Source: an optimization exercise on an open RTL-to-GDS flow (aim: small area). Production flows keep margins and buffers that such runs may drop.
The RTL was checked by simulation tests, not by an equivalence proof against the original design.
In run 2 the design's own scripts or RTL, not TritonCTS, make the clock network.
The clock input has no modelled driver; a real chip could not lean on it and would need a root buffer or a full tree.
Power and IR drop assume default switching activity.

**config.mk**
```make
export PLATFORM = sky130hd
export DESIGN_NAME = sensor_if
export DESIGN_NICKNAME = sensor_if
export VERILOG_FILES = /design/flow/design.v
export SDC_FILE = /design/flow/constraint.sdc
export NUM_CORES = 4
export LEC_CHECK = 0
export CAP_MARGIN = 20
export CORE_AREA = 5 5 65 65
export DIE_AREA = 0 0 70 70
export SLEW_MARGIN = 20
```
**constraint.sdc**
```tcl
create_clock -name core_clock -period 5.0 [get_ports {clk}]
set_input_delay 1.0000 -clock core_clock [delete_from_list [all_inputs] [get_ports {clk}]]
set_output_delay 1.0000 -clock core_clock [all_outputs]
set_load 0.01 [all_outputs]
```
**design.v**
```verilog
module sensor_if(input sens_active, reset, clk, output passed);
  reg  [9:0] q;
  wire [8:0] n = q[8:0] ^ 9'b1_0101_0101;
  wire [9:0] t;                           
  assign t[0] = sens_active ^ n[8];
  genvar i;
  generate for (i = 1; i < 10; i = i + 1) begin : g_carry
    assign t[i] = t[i-1] & n[i-1];
  end endgenerate
  always @(posedge clk) begin
    if (reset) q <= 10'b01_0101_0101;
    else       q <= {q[9] | t[9], (n ^ t[8:0]) ^ 9'b1_0101_0101};
  end
  assign passed = q[9];
endmodule
```
**flow/run.sh**
```bash
#!/bin/bash
# Own layout flow: the standard synthesis, then its netlist is swapped for
# the hand-mapped flow/netlist.v (same flip-flops, same instance names and
# cell type), then the standard ORFS steps from floorplan to finish, with
# 1x port buffers and a small clock tree.
set -euo pipefail
R=orfs/results/sky130hd/sensor_if/base

bash standard.sh synth > std_synth.log 2>&1

python3 flow/check_regs.py $R/1_2_yosys.v flow/netlist.v > check_regs.log 2>&1

cp $R/1_2_yosys.v std_1_2_yosys.v
cp flow/netlist.v $R/1_2_yosys.v
rm -f $R/1_synth.odb $R/1_synth.sdc
touch $R/1_2_yosys.v

export BUFFER_PORTS_ARGS="-buffer_cell sky130_fd_sc_hd__buf_1"
export CTS_ARGS="${CTS_ARGS_OVERRIDE:--sink_clustering_enable -repair_clock_nets -sink_clustering_size 30 -sink_clustering_max_diameter 100 -root_buf sky130_fd_sc_hd__clkbuf_2 -buf_list sky130_fd_sc_hd__clkbuf_2 -dont_use_dummy_load}"

bash standard.sh finish > std_finish.log 2>&1
```
**flow/check_regs.py**
```python
# Check that two netlists hold the same flip-flops: same instance names,
# same cell types. Usage: check_regs.py standard.v hand.v
import re, sys

def regs(path):
    text = open(path).read()
    out = {}
    for m in re.finditer(r'(sky130_fd_sc_hd__(?:df|sdf|edf)\w+)\s+(\\\S+|\w+)\s*\(', text):
        out[m.group(2)] = m.group(1)
    return out

a, b = regs(sys.argv[1]), regs(sys.argv[2])
print("standard:", sorted(a.items()))
print("hand:", sorted(b.items()))
if a != b:
    print("flip-flops differ")
    sys.exit(1)
print("flip-flops match:", len(a))
```
**flow/netlist.v**
```verilog
// Hand-mapped netlist of rtl/sensor_if.sv. The flip-flops keep the
// instance names the standard synthesis gives them.
// q[i] holds ~n[i] (even i < 9) or n[i] (odd i); q[9] is passed.
// tn* are active-low carries, t* active-high carries.
module sensor_if(sens_active, reset, clk, passed);
  input sens_active;
  input reset;
  input clk;
  output passed;
  wire q0, q1, q2, q3, q4, q5, q6, q7, q8;
  wire d0, d1, d2, d3, d4, d5, d6, d7, d8, d9;
  wire tn0, t1, tn2, t3, tn4, t5, tn6, t7, tn8, t9;
  wire x1, x3, x5, x7, y9;

  sky130_fd_sc_hd__xor2_1 u_tn0 (.A(sens_active), .B(q8), .X(tn0));

  sky130_fd_sc_hd__nor2_1  u_t1 (.A(q0), .B(tn0), .Y(t1));
  sky130_fd_sc_hd__a211o_1 u_d0 (.A1(q0), .A2(tn0), .B1(t1), .C1(reset), .X(d0));

  sky130_fd_sc_hd__nand2_1 u_tn2 (.A(q1), .B(t1), .Y(tn2));
  sky130_fd_sc_hd__o21ai_1 u_x1 (.A1(q1), .A2(t1), .B1(tn2), .Y(x1));
  sky130_fd_sc_hd__nor2_1  u_d1 (.A(reset), .B(x1), .Y(d1));

  sky130_fd_sc_hd__nor2_1  u_t3 (.A(q2), .B(tn2), .Y(t3));
  sky130_fd_sc_hd__a211o_1 u_d2 (.A1(q2), .A2(tn2), .B1(t3), .C1(reset), .X(d2));

  sky130_fd_sc_hd__nand2_1 u_tn4 (.A(q3), .B(t3), .Y(tn4));
  sky130_fd_sc_hd__o21ai_1 u_x3 (.A1(q3), .A2(t3), .B1(tn4), .Y(x3));
  sky130_fd_sc_hd__nor2_1  u_d3 (.A(reset), .B(x3), .Y(d3));

  sky130_fd_sc_hd__nor2_1  u_t5 (.A(q4), .B(tn4), .Y(t5));
  sky130_fd_sc_hd__a211o_1 u_d4 (.A1(q4), .A2(tn4), .B1(t5), .C1(reset), .X(d4));

  sky130_fd_sc_hd__nand2_1 u_tn6 (.A(q5), .B(t5), .Y(tn6));
  sky130_fd_sc_hd__o21ai_1 u_x5 (.A1(q5), .A2(t5), .B1(tn6), .Y(x5));
  sky130_fd_sc_hd__nor2_1  u_d5 (.A(reset), .B(x5), .Y(d5));

  sky130_fd_sc_hd__nor2_1  u_t7 (.A(q6), .B(tn6), .Y(t7));
  sky130_fd_sc_hd__a211o_1 u_d6 (.A1(q6), .A2(tn6), .B1(t7), .C1(reset), .X(d6));

  sky130_fd_sc_hd__nand2_1 u_tn8 (.A(q7), .B(t7), .Y(tn8));
  sky130_fd_sc_hd__o21ai_1 u_x7 (.A1(q7), .A2(t7), .B1(tn8), .Y(x7));
  sky130_fd_sc_hd__nor2_1  u_d7 (.A(reset), .B(x7), .Y(d7));

  sky130_fd_sc_hd__nor2_1  u_t9 (.A(q8), .B(tn8), .Y(t9));
  sky130_fd_sc_hd__a211o_1 u_d8 (.A1(q8), .A2(tn8), .B1(t9), .C1(reset), .X(d8));

  sky130_fd_sc_hd__nor2_1  u_y9 (.A(passed), .B(t9), .Y(y9));
  sky130_fd_sc_hd__nor2_1  u_d9 (.A(reset), .B(y9), .Y(d9));

  sky130_fd_sc_hd__dfxtp_1 \q[0]$_SDFF_PP1_  (.CLK(clk), .D(d0), .Q(q0));
  sky130_fd_sc_hd__dfxtp_1 \q[1]$_SDFF_PP0_  (.CLK(clk), .D(d1), .Q(q1));
  sky130_fd_sc_hd__dfxtp_1 \q[2]$_SDFF_PP1_  (.CLK(clk), .D(d2), .Q(q2));
  sky130_fd_sc_hd__dfxtp_1 \q[3]$_SDFF_PP0_  (.CLK(clk), .D(d3), .Q(q3));
  sky130_fd_sc_hd__dfxtp_1 \q[4]$_SDFF_PP1_  (.CLK(clk), .D(d4), .Q(q4));
  sky130_fd_sc_hd__dfxtp_1 \q[5]$_SDFF_PP0_  (.CLK(clk), .D(d5), .Q(q5));
  sky130_fd_sc_hd__dfxtp_1 \q[6]$_SDFF_PP1_  (.CLK(clk), .D(d6), .Q(q6));
  sky130_fd_sc_hd__dfxtp_1 \q[7]$_SDFF_PP0_  (.CLK(clk), .D(d7), .Q(q7));
  sky130_fd_sc_hd__dfxtp_1 \q[8]$_SDFF_PP1_  (.CLK(clk), .D(d8), .Q(q8));
  sky130_fd_sc_hd__dfxtp_1 \q[9]$_SDFF_PP0_  (.CLK(clk), .D(d9), .Q(passed));
endmodule
```
**standard.sh**
```bash
#!/bin/bash
# synth_recipe.tcl (not shown) runs the flow's synth.tcl, then flattens the netlist and writes it again
# the make line also repeats each setting of config.mk as NAME=value (left out here)
make -C /OpenROAD-flow-scripts/flow DESIGN_CONFIG=/design/flow/config.mk WORK_HOME=/design/flow/orfs CLKGATE_MAP_FILE= SYNTH_SCRIPT=/design/flow/synth_recipe.tcl "${@:-finish}"
```
==> results of run 1 <==
## where the power goes
part           switching, W  internal, W   total [W]
combinational    0.00000252   0.00000161  0.00000413
clock             0.0000243    0.0000164   0.0000407
sequential      0.000000679    0.0000810   0.0000816
## critical path, stage by stage
cell and delay, ps:
buf_1 80, xor2_1 180, nor2_1 180, nand2_1 120, nor2_1 180, nand2_1 110
nor2_1 170, nand2_1 110, nor2_1 170, nand2_1 110, a211o_1 290
## metrics by stage
stage	utilization	std cells	setup WS, ps
6_report	0.121	87	2430
5_1_grt	0.121	87	2180
4_1_cts	0.121	87	2450
3_3_place_gp	0.116	84	2270
3_5_place_dp	0.116	84	2170
2_1_floorplan	-	35	2470
## final timing paths
path                    from               to  slack (ps)
max              sens_active  q[8]$_SDFF_PP1_        2430
max reg2reg  q[8]$_SDFF_PP1_  q[8]$_SDFF_PP1_        2940
min          q[4]$_SDFF_PP1_  q[4]$_SDFF_PP1_         480
min reg2reg  q[4]$_SDFF_PP1_  q[4]$_SDFF_PP1_         480
## layout make-up
cell class	instances	area share
sequential	10	0.485
multi-input combinational	25	0.312
tap	46	0.139
clock buffer	3	0.0364
timing repair buffer	3	0.0273
## cell usage in the layout (no fill, tap or decap)
cell type	instances
nand2_1	4
a211o_1	5
dfxtp_1	10
o21ai_1	4
nor2_1	11
clkbuf_2	3
buf_1	3
xor2_1	1
## per-layer routing
layer / wire [um] / track usage
met2: 316 / 0.0493
met5: 0 / 0
met3: 22 / 0.0129
met4: 0 / 0.0319
met1: 240 / 0.0266
==> results_dict.tcl, run 1 <==
set metrics [dict create \
    whs_path_depth 1 \
    finalClockSkew_ps 7.73 \
    hp-class "reg -> reg" \
    htreeDepth 1 \
    multi_input_area_um2 129 \
    numCtsBuffers 3 \
    root_buffer "clkbuf_2" \
    cts_sinks 10 \
    ctsHoldBuffers 0 \
    start_util 0.0963 \
    crit_fanout 3 \
    post_cts_resize_count 0 \
    arrival_ps 2710 \
    crit_type "in -> reg" \
    num_antenna_cells 0 \
    period_share 0.515 \
    die_y_um 70 \
    area_delta_synth_final_pct 25.5 \
    final_max_slew_viol_count 0 \
    drt-total-wl_um 579 \
    track_usage 0.0302 \
    routedWlPerCell_um 6.66 \
    first_pass_iters 4 \
    rows 21 \
    drt_iter0_drc 3 \
    p_per_area_nw_per_um2 306 \
    power_w 0.000126 \
    synth_nets 38 \
    cts_tree "yes" \
    period_minus_slack_ps 2570 \
    top_register "q" \
    hold_ws_ps 478 \
    synth_area_um2 329 \
    yosysWarnings 1 \
    cellLeakagePower_nw 0.129 \
    tns_ps 0 \
    grt_pass1_vias 260 \
    dpl.hpwl_um 446 \
    portBuffers 3 \
    ir_worst_vdd_mv 0.0709 \
    setup_viol 0 \
    fmax_ghz 0.388 \
    grt.overflow.total 0 \
    status "no timing/DRC/antenna violations" \
    worstRegToRegCells 10 \
    cts_setup_buffers 0 \
    design_area_um2 413 \
    antenna_found_initial 0 \
    synth_cells 35 \
    coreArea_um2 3420 \
    post_dp_cell_area_um2 398 \
    tightest_slew_ps 398 \
    clockBufferDepth 2 \
    largest_register_ffs 10 \
    layout-drive-gt1-share 0.0732 \
    die_width_um 70 \
    ioPinCount 4 \
    grt_pass1_wl_mm 1.08 \
    synth.avg_cell_area_um2 9.40 \
    vias 247 \
    drv_cap 0 \
    drc 0 \
    grt_max_degree 11 \
    gp_congestion 0.567 \
    ant_nets 0 \
    regArea_um2 200 \
    crit_path_end_kind "flop" \
    insertion_delay_ps 240 \
    reg_top3 "q: 10 flops" \
    clkTransAtPathRegs_ps 90 \
    required_ps 5140 \
    max_slew_margin 0.735 \
    die_area_um2 4900 \
    layout.nets 46 \
    fillers 401 \
    startpoint_type "input port" \
    detail_route.vias_per_cell 2.84 \
    rsz0062_at_grt "false" \
    hold_viol 0 \
]
==> run 2, diff against run 1 <==
--- a/flow/run.sh
+++ b/flow/run.sh
@@ -4,3 +4,3 @@
 # cell type), then the standard ORFS steps from floorplan to finish, with
-# 1x port buffers and a small clock tree.
+# 1x port buffers and a one-buffer clock tree.
 set -euo pipefail
@@ -18,3 +18,6 @@
 export BUFFER_PORTS_ARGS="-buffer_cell sky130_fd_sc_hd__buf_1"
-export CTS_ARGS="${CTS_ARGS_OVERRIDE:--sink_clustering_enable -repair_clock_nets -sink_clustering_size 30 -sink_clustering_max_diameter 100 -root_buf sky130_fd_sc_hd__clkbuf_2 -buf_list sky130_fd_sc_hd__clkbuf_2 -dont_use_dummy_load}"
+# CTS builds a tree, then flow/onebuf.tcl replaces it with one clkbuf_4
+# from the clock port to all ten flip-flops (10 sinks need no more).
+export CTS_ARGS="-sink_clustering_enable -root_buf sky130_fd_sc_hd__clkbuf_2 -buf_list sky130_fd_sc_hd__clkbuf_2 -dont_use_dummy_load"
+export POST_CTS_TCL=$PWD/flow/onebuf.tcl
 
==> flow/onebuf.tcl (new file) <==
# Replace the clock tree with one buffer from the clock port to every
# flip-flop clock pin, placed at the centroid of the flip-flops.
set ckcell [expr {[info exists ::env(ONEBUF_CELL)] ? $::env(ONEBUF_CELL) : "sky130_fd_sc_hd__clkbuf_4"}]
set db [ord::get_db]
set block [ord::get_db_block]
set clkport [$block findBTerm clk]
set clknet [$clkport getNet]
# collect flip-flop clock pins reachable through the tree, delete tree buffers
set sinks {}
set todo [list $clknet]
set dead {}
while {[llength $todo]} {
  set n [lindex $todo 0]; set todo [lrange $todo 1 end]
  foreach it [$n getITerms] {
    if {[$it isInputSignal] == 0 && [$it getIoType] ne "INPUT"} { continue }
    set inst [$it getInst]
    set m [[$inst getMaster] getName]
    if {[string match "sky130_fd_sc_hd__clkbuf*" $m] || [string match "sky130_fd_sc_hd__clkinv*" $m]} {
      foreach o [$inst getITerms] { if {[$o getIoType] eq "OUTPUT" && [$o getNet] ne "NULL"} { lappend todo [$o getNet] } }
      lappend dead $inst
    } else {
      lappend sinks $it
    }
  }
}
set newnet [odb::dbNet_create $block clknet_onebuf]
$newnet setSigType CLOCK
set buf [odb::dbInst_create $block [$db findMaster $ckcell] clkbuf_onebuf]
set sx 0; set sy 0
foreach it $sinks {
  set b [[$it getInst] getBBox]
  set sx [expr {$sx + ([$b xMin] + [$b xMax]) / 2}]
  set sy [expr {$sy + ([$b yMin] + [$b yMax]) / 2}]
  $it disconnect
  $it connect $newnet
}
set nets_to_kill {}
foreach inst $dead {
  foreach o [$inst getITerms] { if {[$o getIoType] eq "OUTPUT" && [$o getNet] ne "NULL"} { lappend nets_to_kill [$o getNet] } }
  odb::dbInst_destroy $inst
}
foreach n $nets_to_kill { if {[llength [$n getITerms]] == 0 && [llength [$n getBTerms]] == 0} { odb::dbNet_destroy $n } }
[$buf findITerm A] connect $clknet
[$buf findITerm X] connect $newnet
set n [llength $sinks]
$buf setLocation [expr {$sx / $n}] [expr {$sy / $n}]
$buf setPlacementStatus PLACED
puts "onebuf: $ckcell drives $n clock pins, removed [llength $dead] tree cells"

detailed_placement
check_placement -verbose
estimate_parasitics -placement
==> results_dict.tcl, run 2 <==
set metrics [dict create \
    whs_path_depth 1 \
    path_cells "buf_1 > xor2_1 > nor2_1 > nand2_1 > nor2_1 > nand2_1 > nor2_1 > nand2_1 > nor2_1 > nand2_1 > a211o_1" \
    routedWlPerCell_um 6.25 \
    period_minus_slack_ps 2630 \
    critPathTopFamily "simple AND/OR/NAND/NOR gates" \
    reg_top3 "q: 10 flops" \
    reg2reg_slack_ps 2950 \
    largest_register_ffs 10 \
    antenna_found_initial 0 \
    worstRegToRegCells 10 \
    layout-drive-gt1-share 0.0256 \
    hold_viol 0 \
    ir_worst_vdd_mv 0.0920 \
    portBuffers 3 \
    fmax_ghz 0.380 \
    die_area_um2 4900 \
    drv_cap 0 \
    final_cell_mix "nor2_1, dfxtp_1, a211o_1" \
    drc 0 \
    track_usage 0.0267 \
    synth.avg_cell_area_um2 9.40 \
    vias 241 \
    grt_pass1_wl_mm 1.05 \
    coreArea_um2 3420 \
    fillers 400 \
    p_per_area_nw_per_um2 283 \
    die_width_um 70 \
    grt.overflow.total 0 \
    cp_slowest_cell "a211o_1" \
    ioPinCount 4 \
    first_pass_iters 3 \
    finalClockSkew_ps 0.657 \
    yosysWarnings 1 \
    startpoint_type "input port" \
    hold_ws_ps 474 \
    timing.rr.end "q[8]$_SDFF_PP1_" \
    rsz0062_at_grt "false" \
    hp-class "reg -> reg" \
    cts_sinks 10 \
    final_common_cell "nor2_1" \
    ant_nets 0 \
    status "no timing/DRC/antenna violations" \
    setup_viol 0 \
    die_y_um 70 \
    min_from "q[4]$_SDFF_PP1_" \
    layout.nets 44 \
    max_slew_margin 0.734 \
    synth_cells 35 \
    crit_path_end_kind "flop" \
    num_antenna_cells 0 \
    crit_buf_inv 1 \
    area_delta_synth_final_pct 23.2 \
    drt_iter0_drc 2 \
    drt-total-wl_um 531 \
    dpl.hpwl_um 446 \
    arrival_ps 2700 \
    worstReg2RegStart "q[8]$_SDFF_PP1_" \
    grt_pass1_vias 239 \
    start_util 0.0963 \
    synth_nets 38 \
    insertion_delay_ps 160 \
    synth_area_um2 329 \
    required_ps 5060 \
    slowest_delay_ps 290 \
    crit_fanout 3 \
    clkTransAtPathRegs_ps 100 \
    crit_type "in -> reg" \
    gp_congestion 0.567 \
    min_to "q[4]$_SDFF_PP1_" \
    tns_ps 0 \
    tightest_slew_ps 399 \
    grt_max_degree 11 \
    top_register "q" \
    final_max_slew_viol_count 0 \
    cellLeakagePower_nw 0.121 \
    detail_route.vias_per_cell 2.84 \
    rows 21 \
    period_share 0.527 \
]
## run 2: metrics by stage
step                std cells  area (um^2)  setup slack (ps)   util  total power, W
finish                     85          405              2370  0.119        0.000115
detailed placement         84          398              2170  0.116       0.0000876
global route               85          405              2080  0.119        0.000120
global placement           84          398              2270  0.116       0.0000873
floorplan                  35          329              2470      -       0.0000855
## run 2: layout make-up
cell class / count / area (um^2) / share of cell area
Buffer: 1 / 7.51 / 0.0185
Sequential cell: 10 / 200 / 0.494
Timing Repair Buffer: 3 / 11.3 / 0.0278
Multi-Input combinational cell: 25 / 129 / 0.318
Tap cell: 46 / 57.6 / 0.142
## run 2: worst reg2reg max path, cell delays in order, from the launching register on
cell,delay [ps]
dfxtp_1,340
xor2_1,160
nor2_1,180
nand2_1,120
nor2_1,180
nand2_1,110
nor2_1,170
nand2_1,110
nor2_1,170
nand2_1,120
a211o_1,290
## run 2: worst max-delay path by stage
stage	start	endpoint	depth (start not counted)
after detailed placement	sens_active	q[8]$_SDFF_PP1_	11
final	sens_active	q[8]$_SDFF_PP1_	11
after floorplan	sens_active	q[8]$_SDFF_PP1_	10
after global routing	sens_active	q[8]$_SDFF_PP1_	11
after global placement	sens_active	q[8]$_SDFF_PP1_	11
## run 2: report_power, final
group          switching (W)   total (W)  internal [W]
clock network      0.0000193   0.0000289    0.00000960
registers        0.000000669   0.0000817     0.0000810
logic             0.00000248  0.00000408    0.00000161
## run 2: metal layers
layer,vias to the layer above,global-route usage,wire [um]
met4,0,0.00638,0
met2,1,0.0504,286
li1,133,-,-
met3,0,0.0129,26
met1,107,0.0257,218
met5,-,0,0

separate check: timing with driven ports:
No port has a modelled driver above. Below, the same layouts with a new extraction and two added sets of constraints. Step 1 sets driving cells, clkbuf_16 on the clock port and buf_2 on the other inputs (assumed; they add their load-dependent delay and slew). Step 2 adds t to the input delays and takes it off the output delays; t is the mean of the earliest and latest rising clock arrival at the registers after step 1. Input paths then give back, and output paths get back, about the clock's delay inside the block. a / b / c = ideal / step 1 / step 2; a / b = the first two.
| run | t (ns) | slack for setup (ns) | worst setup path after step 2 |
|---|---|---|---|
| run 1 | 0.253 | 2.426 / 2.419 / 2.167 | input to register |
| run 2 | 0.176 | 2.366 / 2.360 / 2.183 | input to register |
After both steps setup and hold are still met in every run listed. The setup slack of run 1, which loses most, moves by -0.007 ns with the drivers and by -0.259 ns with both steps.
